Source: an optimization exercise on an open RTL-to-GDS flow (aim: small area, a short achievable clock period and few clock cycles). Production flows keep margins and buffers that such runs may drop. At most, simulation tests tie the RTL to the original design; equivalence was not proved. The RTL of run 2 was laid out without a check of its function. Power and IR drop assume default switching activity.

### flow/run.sh
#!/bin/bash
# synth_recipe.tcl (not shown) runs the flow's synth.tcl, then flattens the netlist and writes it again
# the make line also repeats each setting of config.mk as NAME=value (left out here)
make -C /OpenROAD-flow-scripts/flow DESIGN_CONFIG=/design/flow/config.mk WORK_HOME=/design/flow/orfs CLKGATE_MAP_FILE= SYNTH_SCRIPT=/design/flow/synth_recipe.tcl finish
### flow/config.mk
export PLATFORM = sky130hd
export DESIGN_NAME = Processador
export DESIGN_NICKNAME = Processador
export VERILOG_FILES = /design/flow/design.v
export SDC_FILE = /design/flow/constraint.sdc
export NUM_CORES = 4
export LEC_CHECK = 0
export CAP_MARGIN = 20
export CORE_MARGIN = 2
export CORE_UTILIZATION = 30
export PLACE_DENSITY = 0.4
export SLEW_MARGIN = 20
### flow/constraint.sdc
create_clock -name core_clock -period 180.0 [get_ports {clock}]
set_input_delay 36.0000 -clock core_clock [delete_from_list [all_inputs] [get_ports {clock}]]
set_output_delay 36.0000 -clock core_clock [all_outputs]
set_load 0.01 [all_outputs]
### flow/design.v
module Processador (
	input  wire        clock,
	input  wire        reset,
	output wire [9:0]  imem_addr,
	input  wire [31:0] imem_data,
	output wire        in_req,
	input  wire        in_valid,
	input  wire [31:0] in_data,
	output wire        out_valid,
	input  wire        out_ready,
	output wire [31:0] out_data,
	output wire        halted
);
	localparam DIV_STEPS = 2;
	localparam [5:0] OP_ADD=6'd0, OP_SUB=6'd1, OP_ADDI=6'd2, OP_SUBI=6'd3,
		OP_MULT=6'd4, OP_NOT=6'd5, OP_AND=6'd6, OP_OR=6'd7, OP_XOR=6'd8, OP_SLT=6'd9,
		OP_SHFL=6'd10, OP_SHFR=6'd11, OP_LW=6'd12, OP_LI=6'd13, OP_SW=6'd14,
		OP_BEQ=6'd15, OP_BNEQ=6'd16, OP_BEQZ=6'd17, OP_JMP=6'd18, OP_JMPR=6'd19,
		OP_NOP=6'd20, OP_IN=6'd21, OP_OUT=6'd22, OP_HLT=6'd23, OP_MOVE=6'd24,
		OP_DIV=6'd25, OP_MOD=6'd26, OP_SGT=6'd27, OP_SLE=6'd28, OP_SGE=6'd29;
	reg  [9:0]  pc;
	reg  [31:0] ir;
	reg         irv;        
	reg         irpt;       
	reg         halt_r;
	reg         inreq_r;
	reg         in_got;     
	reg  [31:0] in_buf;
	reg         v0, v1;     
	reg  [31:0] e0, e1;
	reg         busy;       
	reg  [31:0] dv_r, dv_d;
	reg  [15:0] dv_q;
	reg  [5:0]  dv_n;       
	reg  [31:0] rf  [1:31];
	reg  [31:0] mem [0:100];
	assign imem_addr = pc;
	assign in_req    = inreq_r;
	assign out_valid = v0;
	assign out_data  = e0;
	assign halted    = halt_r;
	wire [5:0]  op    = ir[31:26];
	wire [4:0]  rs    = ir[25:21];
	wire [4:0]  rt    = ir[20:16];
	wire [4:0]  rd    = ir[15:11];
	wire [4:0]  shamt = ir[10:6];
	wire [31:0] simm  = {{16{ir[15]}}, ir[15:0]};
	wire is_add  = (op == OP_ADD) | (op == OP_NOP);
	wire is_sub  = (op == OP_SUB);
	wire is_addi = (op == OP_ADDI) | (op == OP_LI) | (op == OP_MOVE);
	wire is_subi = (op == OP_SUBI);
	wire is_mult = (op == OP_MULT);
	wire is_not  = (op == OP_NOT);
	wire is_and  = (op == OP_AND);
	wire is_or   = (op == OP_OR);
	wire is_xor  = (op == OP_XOR);
	wire is_slt  = (op == OP_SLT);
	wire is_sgt  = (op == OP_SGT);
	wire is_sle  = (op == OP_SLE);
	wire is_sge  = (op == OP_SGE);
	wire is_shfl = (op == OP_SHFL);
	wire is_shfr = (op == OP_SHFR);
	wire is_lw   = (op == OP_LW);
	wire is_sw   = (op == OP_SW);
	wire is_beq  = (op == OP_BEQ) | (op == OP_BNEQ);
	wire is_beqz = (op == OP_BEQZ);
	wire is_jmpr = (op == OP_JMPR);
	wire is_in   = (op == OP_IN);
	wire is_out  = (op == OP_OUT);
	wire is_hlt  = (op == OP_HLT);
	wire is_div  = (op == OP_DIV);
	wire is_mod  = (op == OP_MOD);
	wire is_dm   = is_div | is_mod;
	wire [31:0] A = (rs == 5'd0) ? 32'd0 : rf[rs];
	wire [31:0] B = (rt == 5'd0) ? 32'd0 : rf[rt];
	wire        use_imm = is_addi | is_subi | is_lw | is_sw;
	wire        do_sub  = is_sub | is_subi | is_slt | is_sgt | is_sle | is_sge;
	wire [31:0] X       = use_imm ? simm : B;
	wire [32:0] sum     = {1'b0, A} + {1'b0, do_sub ? ~X : X} + {32'd0, do_sub};
	wire        lt      = ~sum[32];           
	wire        eq      = (A == B);
	wire        azero   = (A == 32'd0);
	wire [31:0] dn_a = is_div ? {16'd0, A[15:0]} : A;
	wire [31:0] dn_b = is_div ? {16'd0, B[15:0]} : B;
	function [5:0] clz32;
		input [31:0] x;
		integer i;
		begin
			clz32 = 6'd32;
			for (i = 0; i < 32; i = i + 1)
				if (x[i]) clz32 = 6'd31 - i[5:0];
		end
	endfunction
	wire [5:0] za = clz32(dn_a);
	wire [5:0] zb = clz32(dn_b);
	wire [6:0] dk = {1'b0, zb} - {1'b0, za};
	wire       bzero = (dn_b == 32'd0);
	wire       dtriv = bzero | dk[6];
	wire [31:0] dtriv_res = is_div ? (bzero ? 32'h0000ffff : 32'd0) : A;
	function [31:0] rev32;
		input [31:0] x;
		integer i;
		begin
			for (i = 0; i < 32; i = i + 1)
				rev32[i] = x[31 - i];
		end
	endfunction
	wire [31:0] sh_in  = is_dm ? dn_b : (is_shfr ? rev32(A) : A);
	wire [4:0]  sh_amt = is_dm ? dk[4:0] : shamt;
	wire [31:0] sh_out = sh_in << sh_amt;
	reg  [31:0] it_r [0:DIV_STEPS];
	reg  [31:0] it_d [0:DIV_STEPS];
	reg  [15:0] it_q [0:DIV_STEPS];
	reg  [32:0] it_t;
	integer s;
	always @(*) begin
		it_r[0] = dv_r;
		it_d[0] = dv_d;
		it_q[0] = dv_q;
		for (s = 0; s < DIV_STEPS; s = s + 1) begin
			it_t = {1'b0, it_r[s]} - {1'b0, it_d[s]};
			if (dv_n > s) begin
				it_r[s+1] = it_t[32] ? it_r[s] : it_t[31:0];
				it_q[s+1] = {it_q[s][14:0], ~it_t[32]};
				it_d[s+1] = {1'b0, it_d[s][31:1]};
			end else begin
				it_r[s+1] = it_r[s];
				it_q[s+1] = it_q[s];
				it_d[s+1] = it_d[s];
			end
		end
	end
	wire        dv_last = (dv_n <= DIV_STEPS);
	wire [31:0] dv_res  = is_div ? {16'd0, it_q[DIV_STEPS]} : it_r[DIV_STEPS];
	wire        dm_done = busy ? dv_last : dtriv;
	wire [31:0] prod = A[15:0] * B[15:0];
	wire [6:0]  maddr = sum[6:0];
	wire [31:0] mrd   = (maddr <= 7'd100) ? mem[maddr] : 32'd0;
	reg [31:0] wb;
	always @(*) begin
		wb = sum[31:0];
		if (is_mult) wb = prod;
		if (is_not)  wb = ~A;
		if (is_and)  wb = A & B;
		if (is_or)   wb = A | B;
		if (is_xor)  wb = A ^ B;
		if (is_slt)  wb = {31'd0, lt};
		if (is_sgt)  wb = {31'd0, ~lt & ~eq};
		if (is_sle)  wb = {31'd0, lt | eq};
		if (is_sge)  wb = {31'd0, ~lt};
		if (is_shfl) wb = sh_out;
		if (is_shfr) wb = rev32(sh_out);
		if (is_lw)   wb = mrd;
		if (is_in)   wb = in_buf;
		if (is_dm)   wb = busy ? dv_res : dtriv_res;
	end
	wire wr_rd = is_add | is_sub | is_mult | is_not | is_and | is_or | is_xor |
	             is_slt | is_sgt | is_sle | is_sge | is_shfl | is_shfr | is_dm;
	wire wr_rt = is_addi | is_subi | is_lw | is_in;
	wire [4:0] wdst = wr_rd ? rd : rt;
	wire ev      = irv & ~halt_r;
	wire e_stall = (is_in & ~in_got) | (is_out & v1) | is_hlt | (is_dm & ~dm_done);
	wire e_adv   = ~halt_r & (~irv | ~e_stall);     
	wire e_fire  = ev & ~e_stall;                    
	wire taken   = (is_beq & eq) | (is_beqz & azero);
	wire squash  = ev & ((taken & ~irpt) | is_jmpr);
	wire [9:0] e_tgt = is_jmpr ? A[9:0] : ir[9:0];
	wire rf_we  = e_fire & (wr_rd | wr_rt) & (wdst != 5'd0);
	wire mem_we = e_fire & is_sw;
	wire [5:0] fop = imem_data[31:26];
	wire       fredir = (fop == OP_JMP) |
	                    (((fop == OP_BEQ) | (fop == OP_BNEQ)) & (imem_data[25:21] == imem_data[20:16])) |
	                    ((fop == OP_BEQZ) & (imem_data[25:21] == 5'd0));
	wire [9:0] fnext  = fredir ? imem_data[9:0] : pc + 10'd1;
	wire       f_take = e_adv & ~squash;             
	wire pop  = v0 & out_ready;
	wire push = e_fire & is_out;
	wire q_empty_next = ~push & (~v0 | (pop & ~v1));
	always @(posedge clock) begin
		if (reset) begin
			pc      <= 10'd0;
			irv     <= 1'b0;
			halt_r  <= 1'b0;
			inreq_r <= 1'b0;
			in_got  <= 1'b0;
			v0      <= 1'b0;
			v1      <= 1'b0;
			busy    <= 1'b0;
		end else begin
			if (squash)
				pc <= e_tgt;
			else if (e_adv)
				pc <= fnext;
			if (e_adv) begin
				irv  <= ~squash;
				irpt <= fredir;
			end
			if ((ev & is_hlt & q_empty_next) | (f_take & (fop == OP_HLT) & q_empty_next))
				halt_r <= 1'b1;
			inreq_r <= (inreq_r & ~in_valid) | (f_take & (fop == OP_IN));
			in_got  <= inreq_r & in_valid;
			v0 <= v1 | push | (v0 & ~pop);
			v1 <= v1 ? ~pop : (push & v0 & ~pop);
			if (ev & is_dm & ~busy & ~dtriv)
				busy <= 1'b1;
			else if (busy & dv_last)
				busy <= 1'b0;
		end
		if (e_adv)
			ir <= imem_data;
		in_buf <= in_data;
		if (~v0 | pop)
			e0 <= v1 ? e1 : A;
		if (push)
			e1 <= A;
		if (busy) begin
			dv_r <= it_r[DIV_STEPS];
			dv_d <= it_d[DIV_STEPS];
			dv_q <= it_q[DIV_STEPS];
			dv_n <= dv_n - DIV_STEPS;
		end else begin
			dv_r <= dn_a;
			dv_d <= sh_out;
			dv_q <= 16'd0;
			dv_n <= dk[5:0] + 6'd1;
		end
		if (rf_we)
			rf[wdst] <= wb;
		if (mem_we)
			mem[maddr] <= B;
	end
endmodule
==> impl_metrics.csv, run 1 <==
group,metric,value,unit
die,start_util,0.301,
drt,drt_iter0_markers,18300,
cts,post_cts_buffers,0,
worst_setup_path,critPathRequiredTime,144000,ps
drt,drc_errors,0,
cts,cts_resized,0,
logic_synthesis,synth-edff-count,4322,
run,cap_violations,0,
grt,grt_overflow_total,0,
power_and_ir_drop,internal_power,2.49,mW
worst_setup_path,worstSetupStartpointType,"flop",
die,ios,113,
grt,grt_max_degree,108,
logic_synthesis,synth_top_cell_by_area,"edfxtp_1",
place,placed_area,0.219,mm²
logic_synthesis,ys_async_sr_fraction,0,
power_and_ir_drop,leakagePower,77.7,nW
logic_synthesis,synthTopCellsByCount,"4322 x edfxtp_1, 1573 x nand2_1, 850 x nor2_1",
cts,ctsHtreeMaxLevel,6,
min_path,holdPathStages,2,
grt,track_usage,0.270,
sta,fmax,0.0262,GHz
sta,relSlewSlack,0.121,
cts,cts_tree,"done",
power_and_ir_drop,p_sw_frac,0.459,
worst_setup_path,cp_top_family,"buffers and inverters",
drt,via_per_inst,5.79,
power_and_ir_drop,peakVddDrop,0.0351,mV
min_path,worstHoldStart,"inreq_r$_SDFF_PP0_",
sta,timing.final.crit_share,0.212,
logic_synthesis,yosys.area.top_type_share,0.638,
logic_synthesis,synthCells,14500,
die,fp-row-count,302,
cts,clk_pin_slew_worst_paths,60,ps
worst_setup_path,reg2reg_depth,38,
logic_synthesis,syn-cell-area,0.204,mm²
place,place_congestion,0.976,
grt,grt_pass1_vias,136000,
finish,drive_gt1_frac,0.153,
drt,routed-via-count,141000,
sta,fin_crit,38210,ps
logic_synthesis,synth_cell_type_count,109,
cts,ctsHoldBuffers,0,
place,post-dp-hpwl,602000,µm
logic_synthesis,synth_warnings,4,
finish,areaGrowthSynthToFinish,15.9,%
drt,ant_nets,0,
worst_setup_path,crit_path_end_kind,"primary output",
logic_synthesis,yosysMostFrequentCell,"edfxtp_1",
worst_setup_path,arrival,2200,ps
finish,fin_area,0.236,mm²
sta,hold_viol,0,
power_and_ir_drop,clockPowerShare,0.225,
finish,final.fill_count,65600,
logic_synthesis,ys_seq_area_frac,0.652,
worst_setup_path,cp_slowest_cell,"clkdlybuf4s50_1",
outcome,status,"timing/DRC/antenna clean",
cts,clk_path_buf_depth,4,
cts,clk-insertion-delay-late,1120,ps
worst_setup_path,setup.worst_path.class,"reg2out",
worst_setup_path,cp.depth,1,
logic_synthesis,synth_seq_cells,4466,
worst_setup_path,cp_cell_sequence,"clkdlybuf4s50_1",
sta,final_max_slew_viol_count,0,
worst_setup_path,max_stage_delay,640,ps
grt,antenna_found_initial,81,
worst_setup_path,path_buf_inv,1,
die,fp.coreArea,0.676,mm²
min_path,hold_end,"in_got$_SDFF_PP0_",
sta,rsz0062_at_grt,"false",
sta,skew,147,ps
power_and_ir_drop,p_per_area,19.5,mW/mm²
logic_synthesis,syn-num-nets,15100,
worst_setup_path,r2r_end,"rf[29][31]$_DFFE_PP_",
drt,wl_per_cell,39.2,µm
power_and_ir_drop,combPwrFrac,0.501,
sta,worst_pin_slew,1310,ps
worst_setup_path,reg2reg_slack,164540,ps
worst_setup_path,critPathMaxFanout,9,
finish,nets,15400,
power_and_ir_drop,p_switching,2.11,mW
cts,root_buffer,"clkbuf_16",
die,dieArea,0.685,mm²
sta,tns,0,ps
drt,first_pass_iters,8,
cts,numCtsBuffers,532,
cts,cts.sinks,4466,
min_path,hold_class,"reg2reg",
die,dieHeight,828,µm
power_and_ir_drop,p_seq_frac,0.274,
sta,setup_viol,0,
logic_synthesis,synth_area_leaders,"edfxtp_1 64%, mux4_2 5.2%, mux2i_1 3.5%",
die,die_x,828,µm
grt,grt_pass1_wl,1270000,µm
logic_synthesis,synth_flop_cell,"edfxtp_1",
place,port_buffers,112,
drt,routed_wl,953000,µm
logic_synthesis,syn_area_per_cell,14.0,µm²
how the worst max path moves through the flow:
stage                              startpoint                 end  slack, ps
after floorplan                 imem_data[27]  pc[5]$_SDFFE_PP0P_     142160
after global placement          imem_data[26]  pc[0]$_SDFFE_PP0P_     141430
after detailed placement        imem_data[26]  pc[1]$_SDFFE_PP0P_     141530
after CTS                 halt_r$_SDFFE_PP0P_              halted     141690
after global routing      halt_r$_SDFFE_PP0P_              halted     141720
final                     halt_r$_SDFFE_PP0P_              halted     141800
sequential cells by signal (all words and copies together), names as in the netlist, 32 cells and up, named ones only:
name and count:
e0 32, in_buf 32, ir 32, e1 32, rf 992, dv_r 32
dv_d 32, mem 3232
logic make-up after synthesis:
kind of cell | Yosys count | share of synthesized area
fa+ha+maj | 470 | 0.0362
buf+inv | 1371 | 0.0288
mux | 1262 | 0.0920
flops | 4466 | 0.652
xor+xnor | 159 | 0.00703
compound gates | 3208 | 0.107
simple gates | 3605 | 0.0775
stage by stage:
| step | utilization | setup WS [ps] | hold WS, ps | power (mW) | std cells |
|---|---|---|---|---|---|
| after floorplan | - | 142160 | 442 | 2.47 | 14500 |
| after global placement | 0.324 | 141430 | 467 | 3.55 | 23300 |
| after detailed placement | 0.324 | 141530 | 460 | 3.55 | 23300 |
| after CTS | 0.349 | 141690 | 468 | 4.59 | 24300 |
| after global routing | 0.349 | 141720 | 478 | 4.76 | 24300 |
| final | 0.349 | 141800 | 467 | 4.60 | 24300 |
power groups by stage:
| stage | Sequential [mW] | Combinational, mW | Clock (mW) |
|---|---|---|---|
| after floorplan | 1.28 | 1.19 | 0 |
| after global placement | 1.28 | 2.27 | 0 |
| after detailed placement | 1.28 | 2.27 | 0 |
| after CTS | 1.26 | 2.28 | 1.05 |
| after global routing | 1.26 | 2.41 | 1.09 |
| final | 1.26 | 2.30 | 1.04 |
cells in the final DEF, fill, tap and decap left out, types with 80 or more instances in the layout:
cell	Yosys	final
a211oi_1	170	163
a21oi_1	583	569
a221oi_1	85	80
a22oi_1	212	210
a31oi_1	213	194
buf_4	53	672
clkbuf_1	518	131
clkbuf_16	0	543
clkdlybuf4s50_1	0	112
clkinv_1	4	126
dfxtp_1	144	134
edfxtp_1	4322	4322
fa_1	198	197
ha_1	272	272
inv_1	375	358
mux2i_1	704	700
mux4_2	474	474
nand2_1	1573	1562
nand3_1	388	384
nor2_1	850	726
nor2_4	0	112
nor3_1	323	279
o211ai_1	116	116
o21ai_0	492	484
o221ai_1	142	141
o22ai_1	463	463
xnor2_1	94	91
final cells by class:
type / count / area, µm² / area share
well taps: 8968 / 11200 / 0.0476
diodes: 51 / 128 / 0.000541
multi-input cells: 8704 / 67200 / 0.285
clock buffers: 685 / 14200 / 0.0602
clock inverters: 251 / 2140 / 0.00906
flip-flops and latches: 4466 / 133000 / 0.562
repair buffers: 822 / 6910 / 0.0293
inverters: 382 / 1470 / 0.00625
metal layers:
metal,vias up,global-route usage,routed length [µm]
met5,-,0,122
met4,16,0.122,51400
met3,1536,0.0458,70300
met2,6494,0.432,437000
met1,75000,0.362,394000
li1,57800,-,-
Testbench counts, summed over its fixed seeds: cycles 7,949.
==> run 2, diff against run 1 <==
--- a/flow/design.v
+++ b/flow/design.v
@@ -23,7 +23,5 @@
 	reg         irv;        
-	reg         irpt;       
+	reg         irres;      
 	reg         halt_r;
 	reg         inreq_r;
-	reg         in_got;     
-	reg  [31:0] in_buf;
 	reg         v0, v1;     
@@ -138,20 +136,20 @@
 	wire [31:0] mrd   = (maddr <= 7'd100) ? mem[maddr] : 32'd0;
-	reg [31:0] wb;
+	reg [31:0] wb_x;
 	always @(*) begin
-		wb = sum[31:0];
-		if (is_mult) wb = prod;
-		if (is_not)  wb = ~A;
-		if (is_and)  wb = A & B;
-		if (is_or)   wb = A | B;
-		if (is_xor)  wb = A ^ B;
-		if (is_slt)  wb = {31'd0, lt};
-		if (is_sgt)  wb = {31'd0, ~lt & ~eq};
-		if (is_sle)  wb = {31'd0, lt | eq};
-		if (is_sge)  wb = {31'd0, ~lt};
-		if (is_shfl) wb = sh_out;
-		if (is_shfr) wb = rev32(sh_out);
-		if (is_lw)   wb = mrd;
-		if (is_in)   wb = in_buf;
-		if (is_dm)   wb = busy ? dv_res : dtriv_res;
+		wb_x = sum[31:0];
+		if (is_mult) wb_x = prod;
+		if (is_not)  wb_x = ~A;
+		if (is_and)  wb_x = A & B;
+		if (is_or)   wb_x = A | B;
+		if (is_xor)  wb_x = A ^ B;
+		if (is_slt)  wb_x = {31'd0, lt};
+		if (is_sgt)  wb_x = {31'd0, ~lt & ~eq};
+		if (is_sle)  wb_x = {31'd0, lt | eq};
+		if (is_sge)  wb_x = {31'd0, ~lt};
+		if (is_shfl) wb_x = sh_out;
+		if (is_shfr) wb_x = rev32(sh_out);
+		if (is_lw)   wb_x = mrd;
+		if (is_dm)   wb_x = busy ? dv_res : dtriv_res;
 	end
+	wire [31:0] wb = is_in ? in_data : wb_x;
 	wire wr_rd = is_add | is_sub | is_mult | is_not | is_and | is_or | is_xor |
@@ -161,3 +159,4 @@
 	wire ev      = irv & ~halt_r;
-	wire e_stall = (is_in & ~in_got) | (is_out & v1) | is_hlt | (is_dm & ~dm_done);
+	wire e_hold  = (is_out & v1) | is_hlt | (is_dm & ~dm_done);    
+	wire e_stall = e_hold | (is_in & ~in_valid);
 	wire e_adv   = ~halt_r & (~irv | ~e_stall);     
@@ -165,11 +164,24 @@
 	wire taken   = (is_beq & eq) | (is_beqz & azero);
-	wire squash  = ev & ((taken & ~irpt) | is_jmpr);
+	wire squash  = ev & ~irres & (taken | is_jmpr);
 	wire [9:0] e_tgt = is_jmpr ? A[9:0] : ir[9:0];
-	wire rf_we  = e_fire & (wr_rd | wr_rt) & (wdst != 5'd0);
+	wire rf_we  = ev & ~e_hold & (wr_rd | wr_rt) & (wdst != 5'd0);
 	wire mem_we = e_fire & is_sw;
-	wire [5:0] fop = imem_data[31:26];
-	wire       fredir = (fop == OP_JMP) |
-	                    (((fop == OP_BEQ) | (fop == OP_BNEQ)) & (imem_data[25:21] == imem_data[20:16])) |
-	                    ((fop == OP_BEQZ) & (imem_data[25:21] == 5'd0));
-	wire [9:0] fnext  = fredir ? imem_data[9:0] : pc + 10'd1;
+	wire [5:0] fop  = imem_data[31:26];
+	wire [4:0] frs  = imem_data[25:21];
+	wire       f_jmp  = (fop == OP_JMP);
+	wire       f_beq  = (fop == OP_BEQ) | (fop == OP_BNEQ);
+	wire       f_beqz = (fop == OP_BEQZ);
+	wire       f_jmpr = (fop == OP_JMPR);
+	wire       f_rs0  = (frs == 5'd0);
+	wire       f_fwd  = rf_we & ~is_in & (frs == wdst);
+	wire       wb_zero = (wb_x == 32'd0);
+	wire       f_res  = f_jmp | (f_beq & (frs == imem_data[20:16])) |
+	                    ((f_beqz | f_jmpr) & (f_rs0 | f_fwd));
+	wire       f_imm  = f_jmp | (f_beq & (frs == imem_data[20:16])) |
+	                    (f_beqz & (f_rs0 | (f_fwd & wb_zero)));
+	wire       f_reg  = f_jmpr & ~f_rs0 & f_fwd;
+	wire       f_zero = f_jmpr & f_rs0;
+	wire [9:0] fnext  = f_imm  ? imem_data[9:0] :
+	                    f_reg  ? wb_x[9:0] :
+	                    f_zero ? 10'd0 : pc + 10'd1;
 	wire       f_take = e_adv & ~squash;             
@@ -184,3 +196,2 @@
 			inreq_r <= 1'b0;
-			in_got  <= 1'b0;
 			v0      <= 1'b0;
@@ -195,3 +206,3 @@
 				irv  <= ~squash;
-				irpt <= fredir;
+				irres <= f_res;
 			end
@@ -200,3 +211,2 @@
 			inreq_r <= (inreq_r & ~in_valid) | (f_take & (fop == OP_IN));
-			in_got  <= inreq_r & in_valid;
 			v0 <= v1 | push | (v0 & ~pop);
@@ -210,3 +220,2 @@
 			ir <= imem_data;
-		in_buf <= in_data;
 		if (~v0 | pop)
--- a/flow/config.mk
+++ b/flow/config.mk
@@ -10,2 +10,4 @@
 export CORE_UTILIZATION = 30
+export CTS_BUF_LIST = sky130_fd_sc_hd__clkbuf_8
+export CTS_CLUSTER_SIZE = 20
 export PLACE_DENSITY = 0.4
==> run 2 against run 1 <==
First-iteration DRC count increased by 5.7%. Wire length rose by 6.5%. Cell area up 0.58%. Combinational power is 37% higher. Highest routed layer unchanged. Final cell count is 2.7% higher. Largest cell class unchanged. Global-route usage up 1.4 points. Critical endpoint is now imem_addr[2]. Synthesized cell count stayed put. Sequential share of layout area decreased by 0.60 points. Total power up 15%. Maximum frequency down 0.78%. Critical path depth stayed put. Flip-flop and latch count down 33.
==> impl_metrics.csv, run 2 <==
group,metric,value,unit
outcome,status,"timing/DRC/antenna clean",
logic_synthesis,synth_seq_cells,4433,
sta,timing.final.crit_share,0.214,
logic_synthesis,synthTopCellsByCount,"4322 x edfxtp_1, 1525 x nand2_1, 989 x nor2_1",
min_path,hold_class,"reg2reg",
die,die_x,832,µm
finish,regMostFlops,"mem",
drt,ant_nets,0,
die,fp-row-count,304,
finish,nets,15800,
worst_setup_path,worstSetupStartpointType,"flop",
logic_synthesis,syn_area_per_cell,14.1,µm²
cts,clk_pin_slew_worst_paths,70,ps
drt,routed_wl,1010000,µm
drt,routed-via-count,146000,
sta,fmax,0.0260,GHz
power_and_ir_drop,p_per_area,22.4,mW/mm²
sta,relSlewSlack,0.110,
grt,track_usage,0.284,
finish,layout_common_cells,"4322 x edfxtp_1, 1514 x nand2_1, 830 x nor2_1",
drt,first_pass_iters,9,
logic_synthesis,synth_warnings,4,
logic_synthesis,syn-cell-area,0.206,mm²
logic_synthesis,ys_async_sr_fraction,0,
drt,drc_errors,0,
die,dieHeight,832,µm
place,port_buffers,112,
sta,fin_crit,38500,ps
grt,grt_pass1_vias,141000,
power_and_ir_drop,peakVddDrop,0.0776,mV
run,cap_violations,0,
worst_setup_path,arrival,2500,ps
place,post-dp-hpwl,661000,µm
grt,grt_pass1_wl,1340000,µm
die,fp.coreArea,0.684,mm²
sta,final_max_slew_viol_count,0,
finish,largestRegisters,"mem: 3232 flops, rf: 992 flops",
drt,via_per_inst,5.83,
cts,numCtsBuffers,773,
cts,cts_resized,0,
grt,gr-usage-met2,0.438,
grt,antenna_found_initial,128,
grt,busiest_layer,"met2",
die,ios,113,
sta,whs,474,ps
finish,fin_area,0.237,mm²
cts,post_cts_buffers,0,
cts,cts.sinks,4433,
sta,hold_viol,0,
worst_setup_path,cp_cell_sequence,"clkdlybuf4s50_1",
logic_synthesis,synth_area_leaders,"edfxtp_1 63%, mux4_2 7.3%, mux2i_1 3.1%",
grt,grt_overflow_total,0,
logic_synthesis,synthCells,14500,
drt,drt_iter0_markers,19300,
logic_synthesis,synth-edff-count,4322,
worst_setup_path,cp_slowest_cell,"clkdlybuf4s50_1",
place,place_congestion,1.02,
finish,layout.cells.non_filler,25000,
drt,wl_per_cell,40.6,µm
finish,largest_reg_flops,3232,
die,dieArea,0.692,mm²
cts,root_buffer,"clkbuf_8",
die,start_util,0.301,
worst_setup_path,path_buf_inv,1,
grt,grt_util_met3,0.0676,
worst_setup_path,cp_top_family,"buffers and inverters",
finish,areaGrowthSynthToFinish,15.4,%
logic_synthesis,synth_flop_cell,"edfxtp_1",
sta,skew,144,ps
worst_setup_path,critPathMaxFanout,6,
sta,worst_pin_slew,1330,ps
worst_setup_path,critPathRequiredTime,144000,ps
logic_synthesis,syn-num-nets,15100,
cts,ctsHtreeMaxLevel,6,
worst_setup_path,setup.worst_path.class,"reg2out",
place,placed_area,0.223,mm²
place,dpl.cell_count,23500,
finish,mostFrequentLayoutCell,"edfxtp_1",
logic_synthesis,synth_cell_type_count,97,
power_and_ir_drop,leakagePower,79.1,nW
cts,ctsHoldBuffers,0,
finish,drive_gt1_frac,0.187,
worst_setup_path,crit_path_end_kind,"primary output",
cts,cts_tree,"done",
grt,grt_use_met1,0.363,
logic_synthesis,yosysMostFrequentCell,"edfxtp_1",
logic_synthesis,ys_seq_area_frac,0.642,
sta,rsz0062_at_grt,"false",
sta,setup_viol,0,
logic_synthesis,yosys.area.top_type_share,0.631,
sta,tns,0,ps
grt,grt_max_degree,114,
worst_setup_path,max_stage_delay,650,ps
cts,clk_path_buf_depth,4,
logic_synthesis,synth_top_cell_by_area,"edfxtp_1",
cts,clk-insertion-delay-late,1420,ps
## run 2: metrics by stage
step	worst slack, ps	total power [mW]	utilization
2_1_floorplan	141780	2.94	-
3_3_place_gp	140160	4.39	0.326
3_5_place_dp	140310	4.39	0.326
4_1_cts	141430	5.27	0.346
5_1_grt	141360	5.50	0.347
6_report	141500	5.31	0.347
## run 2: layout make-up
class | instances | area (µm²)
antenna | 92 | 230
fill | 66800 | 447000
timing repair buffer | 934 | 7770
multi-input combinational | 8735 | 70500
clock inverter | 597 | 3120
inverter | 393 | 1530
sequential | 4433 | 132000
clock buffer | 786 | 10800
tap | 9027 | 11300
## run 2: logic make-up (layout without fill, tap and decap cells)
family | after synthesis | count (layout) | share of synthesized area
flops | 4433 | 4433 | 0.642
simple gates | 3742 | 3742 | 0.0806
compound gates | 2936 | 2936 | 0.0970
mux | 1434 | 1434 | 0.111
buf+inv | 1373 | 2710 | 0.0272
fa+ha+maj | 470 | 470 | 0.0358
xor+xnor | 153 | 153 | 0.00651
other cells | 0 | 92 | 0
## run 2: layer usage
layer | share of wire | vias up | wire length, µm
met5 | 0.00027 | - | 279
li1 | - | 58700 | -
met2 | 0.45 | 7720 | 452000
met3 | 0.088 | 2034 | 89300
met4 | 0.072 | 38 | 73100
met1 | 0.39 | 77100 | 400000
## run 2: report_power, final
part | total, mW | leakage [nW] | internal, mW | switching [mW]
sequential | 1.28 | 39.8 | 1.27 | 0.00983
combinational | 3.15 | 31.1 | 0.920 | 2.23
clock | 0.877 | 8.13 | 0.423 | 0.454
## run 2: final timing paths
| kind | startpoint | end | slack, ps | depth (start not counted) |
|---|---|---|---|---|
| hold reg to reg | ir[23]$_DFFE_PP_ | flop | 470 | 2 |
| setup / recovery | pc[2]$_SDFFE_PP0P_ | imem_addr[2] | 141500 | 1 |
| setup reg to reg | flop | pc[2]$_SDFFE_PP0P_ | 163950 | 37 |
| hold / removal | ir[23]$_DFFE_PP_ | flop | 470 | 2 |
==> run 3, diff against run 2 <==
--- a/flow/design.v
+++ b/flow/design.v
@@ -26,9 +26,8 @@
 	reg         inreq_r;
-	reg         v0, v1;     
-	reg  [31:0] e0, e1;
+	reg         v0;         
+	reg  [31:0] e0;
 	reg         busy;       
-	reg  [31:0] dv_r, dv_d;
+	reg  [31:0] dv_r;
 	reg  [15:0] dv_q;
 	reg  [5:0]  dv_n;       
-	reg  [31:0] rf  [1:31];
 	reg  [31:0] mem [0:100];
@@ -71,4 +70,6 @@
 	wire is_dm   = is_div | is_mod;
-	wire [31:0] A = (rs == 5'd0) ? 32'd0 : rf[rs];
-	wire [31:0] B = (rt == 5'd0) ? 32'd0 : rf[rt];
+	wire [31:0] rfo [0:31];
+	assign rfo[0] = 32'd0;
+	wire [31:0] A = rfo[rs];
+	wire [31:0] B = rfo[rt];
 	wire        use_imm = is_addi | is_subi | is_lw | is_sw;
@@ -105,4 +106,6 @@
 	endfunction
+	wire [5:0]  dv_n0  = busy ? dv_n : (dk[5:0] + 6'd1);
+	wire [5:0]  dv_sh  = dv_n0 - 6'd1;
 	wire [31:0] sh_in  = is_dm ? dn_b : (is_shfr ? rev32(A) : A);
-	wire [4:0]  sh_amt = is_dm ? dk[4:0] : shamt;
+	wire [4:0]  sh_amt = is_dm ? dv_sh[4:0] : shamt;
 	wire [31:0] sh_out = sh_in << sh_amt;
@@ -114,11 +117,10 @@
 	always @(*) begin
-		it_r[0] = dv_r;
-		it_d[0] = dv_d;
-		it_q[0] = dv_q;
+		it_r[0] = busy ? dv_r : dn_a;
+		it_d[0] = sh_out;
+		it_q[0] = busy ? dv_q : 16'd0;
 		for (s = 0; s < DIV_STEPS; s = s + 1) begin
 			it_t = {1'b0, it_r[s]} - {1'b0, it_d[s]};
-			if (dv_n > s) begin
+			if (dv_n0 > s) begin
 				it_r[s+1] = it_t[32] ? it_r[s] : it_t[31:0];
 				it_q[s+1] = {it_q[s][14:0], ~it_t[32]};
-				it_d[s+1] = {1'b0, it_d[s][31:1]};
 			end else begin
@@ -126,9 +128,10 @@
 				it_q[s+1] = it_q[s];
-				it_d[s+1] = it_d[s];
 			end
+			it_d[s+1] = {1'b0, it_d[s][31:1]};
 		end
 	end
-	wire        dv_last = (dv_n <= DIV_STEPS);
+	wire        dv_last = (dv_n0 <= DIV_STEPS);
 	wire [31:0] dv_res  = is_div ? {16'd0, it_q[DIV_STEPS]} : it_r[DIV_STEPS];
-	wire        dm_done = busy ? dv_last : dtriv;
+	wire        dv_triv = ~busy & dtriv;
+	wire        dm_done = dv_triv | dv_last;
 	wire [31:0] prod = A[15:0] * B[15:0];
@@ -151,3 +154,3 @@
 		if (is_lw)   wb_x = mrd;
-		if (is_dm)   wb_x = busy ? dv_res : dtriv_res;
+		if (is_dm)   wb_x = dv_triv ? dtriv_res : dv_res;
 	end
@@ -159,4 +162,4 @@
 	wire ev      = irv & ~halt_r;
-	wire e_hold  = (is_out & v1) | is_hlt | (is_dm & ~dm_done);    
-	wire e_stall = e_hold | (is_in & ~in_valid);
+	wire e_hold  = is_hlt | (is_dm & ~dm_done);      
+	wire e_stall = e_hold | (is_in & ~in_valid) | (is_out & v0 & ~out_ready);
 	wire e_adv   = ~halt_r & (~irv | ~e_stall);     
@@ -167,3 +170,3 @@
 	wire rf_we  = ev & ~e_hold & (wr_rd | wr_rt) & (wdst != 5'd0);
-	wire mem_we = e_fire & is_sw;
+	wire mem_we = ev & ~e_hold & is_sw;
 	wire [5:0] fop  = imem_data[31:26];
@@ -187,5 +190,14 @@
 	wire       f_take = e_adv & ~squash;             
-	wire pop  = v0 & out_ready;
 	wire push = e_fire & is_out;
-	wire q_empty_next = ~push & (~v0 | (pop & ~v1));
+	wire q_empty_next = ~push & (~v0 | out_ready);
+	genvar gi;
+	generate
+		for (gi = 1; gi < 32; gi = gi + 1) begin : g_rf
+			reg [31:0] r;
+			always @(posedge clock)
+				if (rf_we & (wdst == gi))
+					r <= wb;
+			assign rfo[gi] = r;
+		end
+	endgenerate
 	always @(posedge clock) begin
@@ -197,3 +209,2 @@
 			v0      <= 1'b0;
-			v1      <= 1'b0;
 			busy    <= 1'b0;
@@ -211,5 +222,4 @@
 			inreq_r <= (inreq_r & ~in_valid) | (f_take & (fop == OP_IN));
-			v0 <= v1 | push | (v0 & ~pop);
-			v1 <= v1 ? ~pop : (push & v0 & ~pop);
-			if (ev & is_dm & ~busy & ~dtriv)
+			v0 <= push | (v0 & ~out_ready);
+			if (ev & is_dm & ~busy & ~dtriv & ~dv_last)
 				busy <= 1'b1;
@@ -220,19 +230,7 @@
 			ir <= imem_data;
-		if (~v0 | pop)
-			e0 <= v1 ? e1 : A;
 		if (push)
-			e1 <= A;
-		if (busy) begin
-			dv_r <= it_r[DIV_STEPS];
-			dv_d <= it_d[DIV_STEPS];
-			dv_q <= it_q[DIV_STEPS];
-			dv_n <= dv_n - DIV_STEPS;
-		end else begin
-			dv_r <= dn_a;
-			dv_d <= sh_out;
-			dv_q <= 16'd0;
-			dv_n <= dk[5:0] + 6'd1;
-		end
-		if (rf_we)
-			rf[wdst] <= wb;
+			e0 <= A;
+		dv_r <= it_r[DIV_STEPS];
+		dv_q <= it_q[DIV_STEPS];
+		dv_n <= dv_n0 - DIV_STEPS;
 		if (mem_we)
==> flow/flow/run.sh (new file) <==
#!/bin/bash
# Layout: the standard ORFS flow (standard.sh) with these choices:
#  - synthesis is ORFS's own synthesis script unchanged except for the ABC
#    script that maps the combinational logic: area-oriented mapping (amap,
#    then downsizing) instead of the delay-oriented one, since the design's
#    internal paths have a lot of slack. Registers are mapped before ABC, so
#    they keep the standard synthesis's names and cell types. To do this the
#    flow runs on a copy of ORFS's scripts folder whose only change is
#    abc_area.script (from flow/abc_area.script), with ABC_AREA=1;
#  - port buffers are buf_4 cells instead of the slow delay buffer that
#    buffer_ports picks by default;
#  - clock tree: clkbuf_16 buffers, sink clusters of up to 25 flip-flops
#    within 80 um, and no dummy loads;
#  - setup repair aims at a slack margin, so that the resizer also sizes the
#    port paths that set the achieved period.
# Every tool's output is kept in the ORFS logs under orfs/logs; make's own
# output goes to flow_make.log in the work folder.
set -euo pipefail
cd "$(dirname "$0")/.."
W=$PWD
rm -rf "$W/orfs_scripts"
cp -r "$FLOW_HOME/scripts" "$W/orfs_scripts"
cp "$W/flow/abc_area.script" "$W/orfs_scripts/abc_area.script"
bash standard.sh \
  ABC_AREA=1 \
  "SCRIPTS_DIR=$W/orfs_scripts" \
  "BUFFER_PORTS_ARGS=-buffer_cell sky130_fd_sc_hd__buf_4" \
  "CTS_ARGS=-sink_clustering_enable -repair_clock_nets -dont_use_dummy_load -buf_list sky130_fd_sc_hd__clkbuf_16 -sink_clustering_size 25 -sink_clustering_max_diameter 80" \
  "SETUP_SLACK_MARGIN=142.3" \
  finish > flow_make.log 2>&1
==> flow/flow/abc_area.script (new file) <==
strash
dch -f
amap
topo
stime -c
dnsize -c
==> flow/standard.sh (new file) <==
#!/bin/bash
# synth_recipe.tcl (not shown) runs the flow's synth.tcl, then flattens the netlist and writes it again
# the make line also repeats each setting of config.mk as NAME=value (left out here)
make -C /OpenROAD-flow-scripts/flow DESIGN_CONFIG=/design/flow/config.mk WORK_HOME=/design/flow/orfs CLKGATE_MAP_FILE= SYNTH_SCRIPT=/design/flow/synth_recipe.tcl "${@:-finish}"
--- a/flow/config.mk
+++ b/flow/config.mk
@@ -10,4 +10,2 @@
 export CORE_UTILIZATION = 30
-export CTS_BUF_LIST = sky130_fd_sc_hd__clkbuf_8
-export CTS_CLUSTER_SIZE = 20
 export PLACE_DENSITY = 0.4
removed: flow/run.sh
==> run 3 against run 2 <==
Still clean on timing, DRC and antenna. Synthesized area decreased by 12%. Sequential share of layout area increased by 7.7 points. Critical path depth unchanged. First-iteration DRC count decreased by 5.9%. Die area decreased by 12%. Hold slack improved by 52 ps. Setup slack improved by 910 ps. Sequential power decreased by 3%. Maximum frequency increased by 2.4%. Register-to-register slack got worse by 13000 ps.
==> impl_metrics.csv, run 3 <==
group,metric,value,unit
finish,areaGrowthSynthToFinish,13.1,%
finish,regMostFlops,"mem",
power_and_ir_drop,p_seq_frac,0.340,
die,start_util,0.301,
cts,ctsHoldBuffers,0,
grt,grt_max_degree,120,
worst_setup_path,cp_slowest_cell,"dfxtp_1",
drt,wl_per_cell,36.2,µm
sta,hold_viol,0,
sta,relSlewSlack,0.146,
cts,cts_tree,"done",
logic_synthesis,synthTopCellsByCount,"4289 x edfxtp_1, 2725 x o22ai_1, 1553 x clkinv_1",
die,dieHeight,782,µm
drt,drc_errors,0,
logic_synthesis,synth_area_leaders,"edfxtp_1 71%, o22ai_1 9.4%, clkinv_1 3.2%",
run,cap_violations,0,
grt,grt_pass1_wl,1080000,µm
power_and_ir_drop,clockPowerShare,0.167,
worst_setup_path,cp_cell_sequence,"buf_4",
cts,cts.sinks,4358,
logic_synthesis,ys_seq_area_frac,0.717,
sta,skew,211,ps
place,place_congestion,0.914,
outcome,status,"timing/DRC/antenna clean",
sta,tns,0,ps
power_and_ir_drop,p_sw_frac,0.456,
grt,track_usage,0.252,
logic_synthesis,syn_area_per_cell,13.9,µm²
power_and_ir_drop,combPwrFrac,0.493,
logic_synthesis,synth_seq_cells,4358,
logic_synthesis,synth_warnings,4,
min_path,hold_class,"reg2reg",
worst_setup_path,crit_path_end_kind,"primary output",
die,ios,113,
power_and_ir_drop,leakagePower,62.6,nW
drt,via_per_inst,5.85,
grt,grt_overflow_total,0,
drt,first_pass_iters,6,
cts,clk_path_buf_depth,4,
cts,ctsHtreeMaxLevel,5,
sta,fin_crit,37590,ps
sta,setup_viol,0,
logic_synthesis,yosys.area.top_type_share,0.709,
die,fp-row-count,285,
drt,drt_iter0_markers,18200,
worst_setup_path,critPathMaxFanout,6,
power_and_ir_drop,p_switching,1.66,mW
worst_setup_path,worstSetupStartpointType,"flop",
grt,antenna_found_initial,50,
logic_synthesis,yosysMostFrequentCell,"edfxtp_1",
logic_synthesis,synth_flop_cell,"edfxtp_1",
cts,clk_pin_slew_worst_paths,60,ps
finish,nets,14600,
sta,rsz0062_at_grt,"false",
logic_synthesis,syn-cell-area,0.182,mm²
logic_synthesis,ys_async_sr_fraction,0,
worst_setup_path,cp_top_family,"flip-flops",
place,post-place-ws,141360,ps
die,fp.coreArea,0.603,mm²
cts,root_buffer,"clkbuf_16",
power_and_ir_drop,p_per_area,17.7,mW/mm²
power_and_ir_drop,peakVddDrop,0.0260,mV
sta,fmax,0.0266,GHz
worst_setup_path,critPathRequiredTime,144000,ps
sta,final_max_slew_viol_count,0,
logic_synthesis,synth-edff-count,4289,
sta,timing.final.crit_share,0.209,
finish,final.fill_count,59100,
place,post-dp-hpwl,468000,µm
worst_setup_path,max_stage_delay,450,ps
worst_setup_path,path_buf_inv,1,
die,die_x,782,µm
logic_synthesis,synth_cell_type_count,53,
sta,timing.final.ws_setup,142410,ps
place,port_buffers,112,
logic_synthesis,synthCells,13100,
logic_synthesis,synth_top_cell_by_area,"edfxtp_1",
finish,largest_reg_flops,3232,
cts,clk-insertion-delay-late,1060,ps
power_and_ir_drop,internal_power,1.98,mW
sta,whs,527,ps
worst_setup_path,arrival,1590,ps
drt,routed-via-count,129000,
drt,ant_nets,0,
drt,routed_wl,801000,µm
finish,layout_common_cells,"4289 x edfxtp_1, 2720 x o22ai_1, 1536 x clkinv_1",
finish,mostFrequentLayoutCell,"edfxtp_1",
finish,largestRegisters,"mem: 3232 flops, g_rf.r: 992 flops",
worst_setup_path,setup.worst_path.class,"reg2out",
die,dieArea,0.612,mm²
logic_synthesis,syn-num-nets,13600,
finish,drive_gt1_frac,0.0883,
cts,numCtsBuffers,272,
sta,worst_pin_slew,1270,ps
grt,grt_pass1_vias,123000,
==> run 3: changes by cell type after synthesis, moves of 568 or more <==
cell      before   now
o22ai_1      306  2725
clkinv_1      13  1553
nand2_1     1525   420
mux4_2       670     0
mux2i_1      646     0
clkbuf_1     630     0
nor4_1        77   645
==> run 3: area by class of cell <==
type                            count  area [µm²]  area share
Inverter                         1553        5900      0.0287
Timing Repair Buffer              664        5300      0.0258
Antenna cell                       26        65.1    0.000317
Clock buffer                      272        6810      0.0331
Tap cell                         8036       10100      0.0489
Sequential cell                  4358      130000       0.633
Multi-Input combinational cell   7181       47200       0.230
==> run 3: through the flow <==
step,util,cell area [µm²],power [mW],instances
detailed placement,0.329,199000,3.03,21800
global placement,0.329,198000,3.03,21800
finish,0.341,206000,3.64,22100
floorplan,-,182000,2.28,13100
CTS,0.340,205000,3.63,22100
global route,0.341,205000,3.80,22100
==> run 3: power by group through the flow <==
| stage | sequential [mW] | clock, mW | combinational, mW |
|---|---|---|---|
| after floorplan | 1.27 | 0 | 1.01 |
| after global placement | 1.26 | 0 | 1.77 |
| after detailed placement | 1.26 | 0 | 1.77 |
| after CTS | 1.24 | 0.621 | 1.77 |
| after global routing | 1.24 | 0.650 | 1.91 |
| final | 1.24 | 0.608 | 1.79 |
==> run 3: repair_timing <==
| item | CTS | global route |
|---|---|---|
| setup buffers | 0 | 1 |
| resized for setup | 0 | 1 |
| endpoints found under the setup margin | 0 | 8 |
==> run 3: worst paths after layout <==
kind / from / endpoint / slack (ps) / depth (start not counted)
hold reg to reg: pc[9]$_SDFFE_PP0P_ / pc[9]$_SDFFE_PP0P_ / 530 / 2
hold / removal: pc[9]$_SDFFE_PP0P_ / pc[9]$_SDFFE_PP0P_ / 530 / 2
setup reg to reg: ir[17]$_DFFE_PP_ / pc[4]$_SDFFE_PP0P_ / 151030 / 124
setup / recovery: pc[5]$_SDFFE_PP0P_ / imem_addr[5] / 142410 / 1
==> run 3: logic make-up (layout without fill, tap and decap cells) <==
family,Yosys count,in the layout,synth area share
AOI/OAI and AO/OA,3901,3901,0.138
xor gates and xnor gates,2,2,0.0000964
adders and majority gates,474,474,0.0408
buffers and inverters,1553,2489,0.0321
DFF,4358,4358,0.717
other,0,26,0
and+or+nand+nor,2804,2804,0.0726
==> run 3: routing by layer <==
metal / vias to the layer above / wire [µm] / track usage
li1: 53900 / - / -
met1: 67900 / 358000 / 0.369
met2: 6176 / 343000 / 0.377
met3: 1223 / 66200 / 0.0457
met4: 14 / 33000 / 0.0854
met5: - / 99 / 0
Testbench counts of run 3, summed over its fixed seeds: cycles 7,523.
==> run 4, diff against run 3 <==
--- a/flow/design.v
+++ b/flow/design.v
@@ -198,4 +198,4 @@
 				if (rf_we & (wdst == gi))
-					r <= wb;
-			assign rfo[gi] = r;
+					r <= ~wb;
+			assign rfo[gi] = ~r;
 		end
@@ -230,3 +230,5 @@
 			ir <= imem_data;
-		if (push)
+		if (reset)
+			e0 <= 32'd0;
+		else if (push)
 			e0 <= A;
--- a/flow/flow/run.sh
+++ b/flow/flow/run.sh
@@ -28,3 +28,3 @@
   "CTS_ARGS=-sink_clustering_enable -repair_clock_nets -dont_use_dummy_load -buf_list sky130_fd_sc_hd__clkbuf_16 -sink_clustering_size 25 -sink_clustering_max_diameter 80" \
-  "SETUP_SLACK_MARGIN=142.3" \
+  "SETUP_SLACK_MARGIN=142.5" \
   finish > flow_make.log 2>&1
==> run 4 against run 3 <==
Still clean. Global-route usage rose by 0.38 points. Clock power rose by 1%. Clock-buffer cell count rose by 12. Setup slack improved by 160 ps. Synthesized cell count fell by 8.3%. Clock skew fell by 56 ps. Wire length fell by 0.49%. Cell area fell by 1.8%. First-iteration DRC count fell by 1.2%. Core utilization rose by 0.15 points. Largest power group unchanged. Highest routed layer unchanged.
==> impl_metrics.csv, run 4 <==
group,metric,value,unit
outcome,status,"timing/DRC/antenna clean",
logic_synthesis,synth_top_cell_by_area,"edfxtp_1",
logic_synthesis,ys_async_sr_fraction,0,
logic_synthesis,synthCells,12000,
sta,worst_pin_slew,1320,ps
power_and_ir_drop,leakagePower,60.8,nW
finish,nets,13500,
finish,drive_gt1_frac,0.100,
sta,hold_viol,0,
logic_synthesis,yosysMostFrequentCell,"edfxtp_1",
power_and_ir_drop,peakVddDrop,0.0259,mV
cts,root_buffer,"clkbuf_16",
logic_synthesis,ys_seq_area_frac,0.732,
sta,relSlewSlack,0.119,
grt,grt_pass1_wl,1070000,µm
finish,largest_reg_flops,3232,
worst_setup_path,critPathRequiredTime,144000,ps
worst_setup_path,worstSetupStartpointType,"flop",
drt,via_per_inst,6.12,
grt,antenna_found_initial,63,
die,fp.coreArea,0.590,mm²
grt,track_usage,0.256,
die,start_util,0.301,
drt,ant_nets,0,
finish,regMostFlops,"mem",
die,ios,113,
cts,ctsHoldBuffers,0,
worst_setup_path,crit_path_end_kind,"primary output",
place,dpl.cell_count,20500,
logic_synthesis,synth_cell_type_count,53,
worst_setup_path,cp_slowest_cell,"dfxtp_4",
die,dieArea,0.598,mm²
worst_setup_path,arrival,1430,ps
finish,layout_common_cells,"4257 x edfxtp_1, 2824 x o22ai_1, 973 x nor2_1",
power_and_ir_drop,p_per_area,18.1,mW/mm²
logic_synthesis,synthTopCellsByCount,"4257 x edfxtp_1, 2858 x o22ai_1, 1118 x nor2_1",
grt,grt_max_degree,103,
worst_setup_path,max_stage_delay,380,ps
sta,fin_crit,37430,ps
logic_synthesis,syn-num-nets,12600,
grt,grt_pass1_vias,123000,
worst_setup_path,path_buf_inv,1,
place,post-dp-hpwl,458000,µm
worst_setup_path,cp_cell_sequence,"buf_4",
finish,areaGrowthSynthToFinish,13.7,%
cts,cts.sinks,4358,
die,die_x,773,µm
sta,final_max_slew_viol_count,0,
grt,grt_overflow_total,0,
finish,largestRegisters,"mem: 3232 flops, g_rf.r: 992 flops",
die,fp-row-count,282,
sta,skew,154,ps
sta,tns,0,ps
place,place_congestion,0.928,
cts,cts_tree,"done",
drt,routed_wl,797000,µm
run,cap_violations,0,
logic_synthesis,synth_seq_cells,4358,
worst_setup_path,critPathMaxFanout,6,
sta,setup_viol,0,
die,dieHeight,773,µm
worst_setup_path,setup.worst_path.class,"reg2out",
min_path,hold_class,"reg2reg",
cts,clk_pin_slew_worst_paths,60,ps
drt,wl_per_cell,38.3,µm
logic_synthesis,yosys.area.top_type_share,0.720,
drt,drt_iter0_markers,18000,
logic_synthesis,synth-edff-count,4257,
drt,drc_errors,0,
logic_synthesis,synth_area_leaders,"edfxtp_1 72%, o22ai_1 10%, nor2_1 2.4%",
place,port_buffers,112,
drt,routed-via-count,127000,
sta,rsz0062_at_grt,"false",
finish,layout.cells.non_filler,20800,
logic_synthesis,synth_flop_cell,"edfxtp_1",
cts,numCtsBuffers,284,
cts,ctsHtreeMaxLevel,5,
cts,clk_path_buf_depth,4,
drt,first_pass_iters,8,
worst_setup_path,cp_top_family,"flip-flops",
logic_synthesis,syn-cell-area,0.177,mm²
cts,clk-insertion-delay-late,1030,ps
logic_synthesis,syn_area_per_cell,14.8,µm²
sta,timing.final.crit_share,0.208,
finish,mostFrequentLayoutCell,"edfxtp_1",
sta,fmax,0.0267,GHz
logic_synthesis,synth_warnings,4,
## run 4: changes by cell type in the layout (fill, tap and decap cells not counted), sizes merged, moves of 28 or more
cell    delta
a22o      -28
clkinv  -1020
dfxtp     +32
edfxtp    -32
nor2     -103
nor3      -43
o22ai    +133
## run 4: final cells by class
class / count / area (µm²)
fill: 56600 / 388000
sequential: 4358 / 130000
multi-input combinational: 7119 / 47500
tap: 7810 / 9770
clock buffer: 284 / 7110
timing repair buffer: 677 / 5460
inverter: 530 / 2040
antenna: 31 / 77.6
## run 4: stage by stage
stage	util	setup slack (ps)	area, µm²	hold slack (ps)	power (mW)
after detailed placement	0.329	141280	194000	509	3.02
after CTS	0.342	142500	201000	508	3.63
after floorplan	-	142070	178000	480	2.28
after global routing	0.342	142500	202000	528	3.79
after global placement	0.329	140960	194000	513	3.01
final	0.342	142570	202000	509	3.64
## run 4: worst paths after layout
kind | from | to | slack (ps) | depth (start not counted)
worst max-delay path | pc[2]$_SDFFE_PP0P_ | imem_addr[2] | 142570 | 1
worst min-delay path | pc[3]$_SDFFE_PP0P_ | pc[3]$_SDFFE_PP0P_ | 510 | 2
worst max register to register | ir[20]$_DFFE_PP_ | pc[3]$_SDFFE_PP0P_ | 151590 | 118
worst min register to register | pc[3]$_SDFFE_PP0P_ | pc[3]$_SDFFE_PP0P_ | 510 | 2
## run 4: kinds of logic after synthesis
| logic type | Yosys count | synth area share |
|---|---|---|
| simple gates | 2642 | 0.0705 |
| xor+xnor | 3 | 0.000148 |
| fa+ha+maj | 475 | 0.0419 |
| buf+inv | 530 | 0.0112 |
| flops | 4358 | 0.732 |
| compound gates | 3999 | 0.145 |
## run 4: what timing repair did
| item | 4_1_cts | 5_1_grt |
|---|---|---|
| resized for setup | 34 | 2 |
| cloned | 0 | 0 |
| pin swaps | 0 | 2 |
| setup buffers | 6 | 4 |
| setup endpoints to repair | 33 | 10 |
## run 4: per-layer routing
metal | share of wire | GRT usage | vias up
met3 | 0.085 | 0.0449 | 1517
met5 | 0.00017 | 0 | -
met4 | 0.050 | 0.107 | 18
met2 | 0.44 | 0.395 | 7138
met1 | 0.42 | 0.356 | 66900
li1 | - | - | 51800
## run 4: worst min-delay path: cells and delay by family (launching register included)
| kind | cells | cell delay (ps) |
|---|---|---|
| AOI/OAI and AO/OA | 1 | 60 |
| and+or+nand+nor | 1 | 60 |
| DFF | 1 | 340 |
## run 4: power by group
part | internal, mW | leakage (nW) | total [mW] | switching [mW]
clock network | 0.280 | 3.50 | 0.615 | 0.335
logic | 0.482 | 18.0 | 1.79 | 1.31
registers | 1.23 | 39.3 | 1.23 | 0.00410
total | 1.99 | 60.8 | 3.64 | 1.65
Testbench counts of run 4, summed over its fixed seeds: cycles 7,523.
==> run 5, diff against run 4 <==
--- a/flow/flow/run.sh
+++ b/flow/flow/run.sh
@@ -14,5 +14,3 @@
 #  - setup repair aims at a slack margin, so that the resizer also sizes the
-#    port paths that set the achieved period.
-# Every tool's output is kept in the ORFS logs under orfs/logs; make's own
-# output goes to flow_make.log in the work folder.
+#    port paths that set the achieved period;
 set -euo pipefail
@@ -29,2 +27,4 @@
   "SETUP_SLACK_MARGIN=142.5" \
+  CAP_MARGIN=40 \
+  SLEW_MARGIN=40 \
   finish > flow_make.log 2>&1
==> run 5 against run 4 <==
Clock skew grew 34 ps. Die area is the same. Hold slack lost 12 ps. Highest routed layer unchanged. Largest cell class unchanged. Register-to-register slack gained 300 ps. Flip-flop and latch count is the same. Cell area grew 0.39%. Clock power is essentially flat. Combinational power is essentially flat. Critical endpoint unchanged. Clock-buffer cell count shrank 1. Critical path depth is the same. Maximum frequency is essentially flat. Global-route usage is essentially flat.
==> impl_metrics.csv, run 5 <==
group,metric,value,unit
cts,clk-insertion-delay-late,1060,ps
die,dieArea,0.598,mm²
finish,layout_common_cells,"4257 x edfxtp_1, 2798 x o22ai_1, 970 x nor2_1",
worst_setup_path,cp_slowest_cell,"dfxtp_4",
cts,ctsHtreeMaxLevel,5,
grt,antenna_found_initial,55,
sta,skew,189,ps
cts,clk_path_buf_depth,4,
power_and_ir_drop,peakVddDrop,0.0256,mV
logic_synthesis,synthTopCellsByCount,"4257 x edfxtp_1, 2858 x o22ai_1, 1118 x nor2_1",
finish,multiInputGateArea,0.0479,mm²
finish,nets,13500,
place,port_buffers,112,
logic_synthesis,ys_seq_area_frac,0.732,
finish,largest_reg_flops,3232,
logic_synthesis,synth_area_leaders,"edfxtp_1 72%, o22ai_1 10%, nor2_1 2.4%",
min_path,hold_class,"reg2reg",
grt,grt_max_degree,103,
worst_setup_path,reg2reg_depth,123,
drt,via_per_inst,6.11,
worst_setup_path,path_buf_inv,1,
drt,ant_nets,0,
die,die_x,773,µm
sta,final_max_slew_viol_count,0,
sta,relSlewSlack,0.316,
drt,wl_per_cell,38.3,µm
logic_synthesis,syn_area_per_cell,14.8,µm²
finish,drive_gt1_frac,0.105,
worst_setup_path,setup.worst_path.class,"reg2out",
min_path,holdPathStages,2,
finish,areaGrowthSynthToFinish,14.2,%
finish,regArea,0.130,mm²
finish,regMostFlops,"mem",
sta,rsz0062_at_grt,"false",
worst_setup_path,critPathRequiredTime,144000,ps
logic_synthesis,synth_top_cell_by_area,"edfxtp_1",
power_and_ir_drop,leakagePower,61.1,nW
power_and_ir_drop,p_per_area,18.1,mW/mm²
logic_synthesis,synthCells,12000,
cts,cts_tree,"done",
cts,clk_pin_slew_worst_paths,60,ps
drt,routed_wl,796000,µm
grt,track_usage,0.256,
die,fp-row-count,282,
die,start_util,0.301,
worst_setup_path,cp_cell_sequence,"buf_4",
cts,root_buffer,"clkbuf_16",
logic_synthesis,synth_seq_cells,4358,
sta,worst_pin_slew,1020,ps
logic_synthesis,synth_warnings,4,
worst_setup_path,r2r_end,"pc[3]$_SDFFE_PP0P_",
logic_synthesis,synth-edff-count,4257,
die,dieHeight,773,µm
cts,cts.sinks,4358,
logic_synthesis,syn-num-nets,12600,
worst_setup_path,critPathMaxFanout,5,
place,place_congestion,0.928,
worst_setup_path,arrival,1450,ps
logic_synthesis,yosysMostFrequentCell,"edfxtp_1",
finish,final.fill_count,56600,
drt,routed-via-count,127000,
logic_synthesis,yosys.area.top_type_share,0.720,
sta,whs,497,ps
sta,setup_viol,0,
logic_synthesis,syn-cell-area,0.177,mm²
worst_setup_path,worstSetupStartpointType,"flop",
power_and_ir_drop,power,3.66,mW
die,fp.coreArea,0.590,mm²
grt,grt_pass1_wl,1070000,µm
drt,drc_errors,0,
grt,grt_overflow_total,0,
worst_setup_path,crit_path_end_kind,"primary output",
worst_setup_path,r2r-start,"ir[20]$_DFFE_PP_",
grt,grt_pass1_vias,123000,
drt,drt_iter0_markers,17900,
finish,fin_area,0.203,mm²
worst_setup_path,reg2reg_slack,151890,ps
logic_synthesis,ys_async_sr_fraction,0,
worst_setup_path,cp_top_family,"flip-flops",
sta,fin_crit,37450,ps
die,ios,113,
sta,tns,0,ps
worst_setup_path,cp.depth,1,
finish,mostFrequentLayoutCell,"edfxtp_1",
place,placed_area,0.195,mm²
place,post-dp-hpwl,460000,µm
worst_setup_path,endpoint,"imem_addr[2]",
sta,timing.final.crit_share,0.208,
cts,numCtsBuffers,283,
worst_setup_path,max_stage_delay,360,ps
run,cap_violations,0,
logic_synthesis,synth_flop_cell,"edfxtp_1",
outcome,status,"timing/DRC/antenna clean",
logic_synthesis,synth_cell_type_count,53,
sta,fmax,0.0267,GHz
worst_setup_path,cp-startpoint,"pc[2]$_SDFFE_PP0P_",
drt,first_pass_iters,6,
finish,largestRegisters,"mem: 3232 flops, g_rf.r: 992 flops",
sta,hold_viol,0,
## run 5: cell counts after synthesis
Identical to the previous run, type by type.
## run 5: worst register-to-register path: cells and delay by family (launching register included)
kind,cells,cell delay [ps]
adders and majority gates,7,2330
and+or+nand+nor,46,8100
buffers and inverters,30,6400
DFF,1,640
AOI/OAI and AO/OA,40,10570
## run 5: worst min-delay path by stage
stage / startpoint / end
3_5_place_dp: inreq_r$_SDFF_PP0_ / inreq_r$_SDFF_PP0_
5_1_grt: irv$_SDFFE_PP0P_ / irv$_SDFFE_PP0P_
6_report: pc[1]$_SDFFE_PP0P_ / pc[1]$_SDFFE_PP0P_
2_1_floorplan: irv$_SDFFE_PP0P_ / irv$_SDFFE_PP0P_
4_1_cts: pc[1]$_SDFFE_PP0P_ / pc[1]$_SDFFE_PP0P_
3_3_place_gp: pc[1]$_SDFFE_PP0P_ / pc[1]$_SDFFE_PP0P_
## run 5: final cells by class
cell class                      count  area share
Sequential cell                  4358       0.641
Multi-Input combinational cell   7119       0.236
Tap cell                         7810      0.0482
Clock buffer                      283      0.0349
Timing Repair Buffer              694      0.0292
Inverter                          530      0.0101
Antenna cell                       20    0.000247
## run 5: layer usage
| metal | track usage | vias up | part of all wire |
|---|---|---|---|
| li1 | - | 51900 | - |
| met3 | 0.0439 | 1547 | 0.083 |
| met4 | 0.109 | 12 | 0.052 |
| met2 | 0.396 | 6959 | 0.44 |
| met1 | 0.356 | 66800 | 0.42 |
| met5 | 0 | - | 0.00010 |
## run 5: cell families after synthesis
family / after synthesis / synth area share
xor+xnor: 3 / 0.000148
fa+ha+maj: 475 / 0.0419
flops: 4358 / 0.732
simple gates: 2642 / 0.0705
compound gates: 3999 / 0.145
buf+inv: 530 / 0.0112
## run 5: per-stage QoR
stage               worst slack [ps]   util  cells
detailed placement            141580  0.331  20500
CTS                           142480  0.343  20800
global route                  142500  0.344  20800
floorplan                     142070      -  12000
global placement              140960  0.329  20500
finish                        142550  0.344  20800
## run 5: power by group
group          total [mW]  switching [mW]  internal (mW)
combinational        1.82            1.32          0.494
clock               0.614           0.335          0.279
sequential           1.23         0.00406           1.23
total                3.66            1.66           2.00
## run 5: what timing repair did
item                                    4_1_cts  5_1_grt
hold buffers                                  0        0
buffers inserted                              3        3
gates resized for setup                      20        2
hold endpoints to repair                      0        0
pin swaps                                     0        1
endpoints found under the setup margin       13       11

==> port drivers added, routing unchanged <==
The results above use ideal ports. As a check the final layouts listed here were re-extracted and re-timed, cells and wires unchanged. Step 1 assumes that a clkbuf_16 drives the clock port and a buf_2 every other input. Step 2 moves the port delays by t, midway between the first and last clock arrival at a register: inputs arrive t later, outputs are due t later. That takes back most of the time a late clock gives input paths. a / b / c = ideal ports / drivers / drivers and shift; a / b = the first two.
run	t (ns)	slack for setup (ns)	clock arrival spread, ns	worst register clock-pin slew, ns
run 1	1.198	141.795 / 141.649 / 141.495	0.147 / 0.146	0.07 / 0.07
run 2	1.486	141.496 / 141.359 / 140.171	0.145 / 0.144	0.09 / 0.09
run 3	1.071	142.407 / 142.278 / 141.587	0.239 / 0.239	0.11 / 0.11
run 4	1.079	142.568 / 142.437 / 141.752	0.154 / 0.154	0.11 / 0.11
run 5	1.095	142.549 / 142.416 / 141.681	0.189 / 0.189	0.11 / 0.11
After both steps every run listed still meets setup and hold. The setup slack of run 2, which loses most, moves by -0.137 ns with the drivers and by -1.325 ns with both steps.
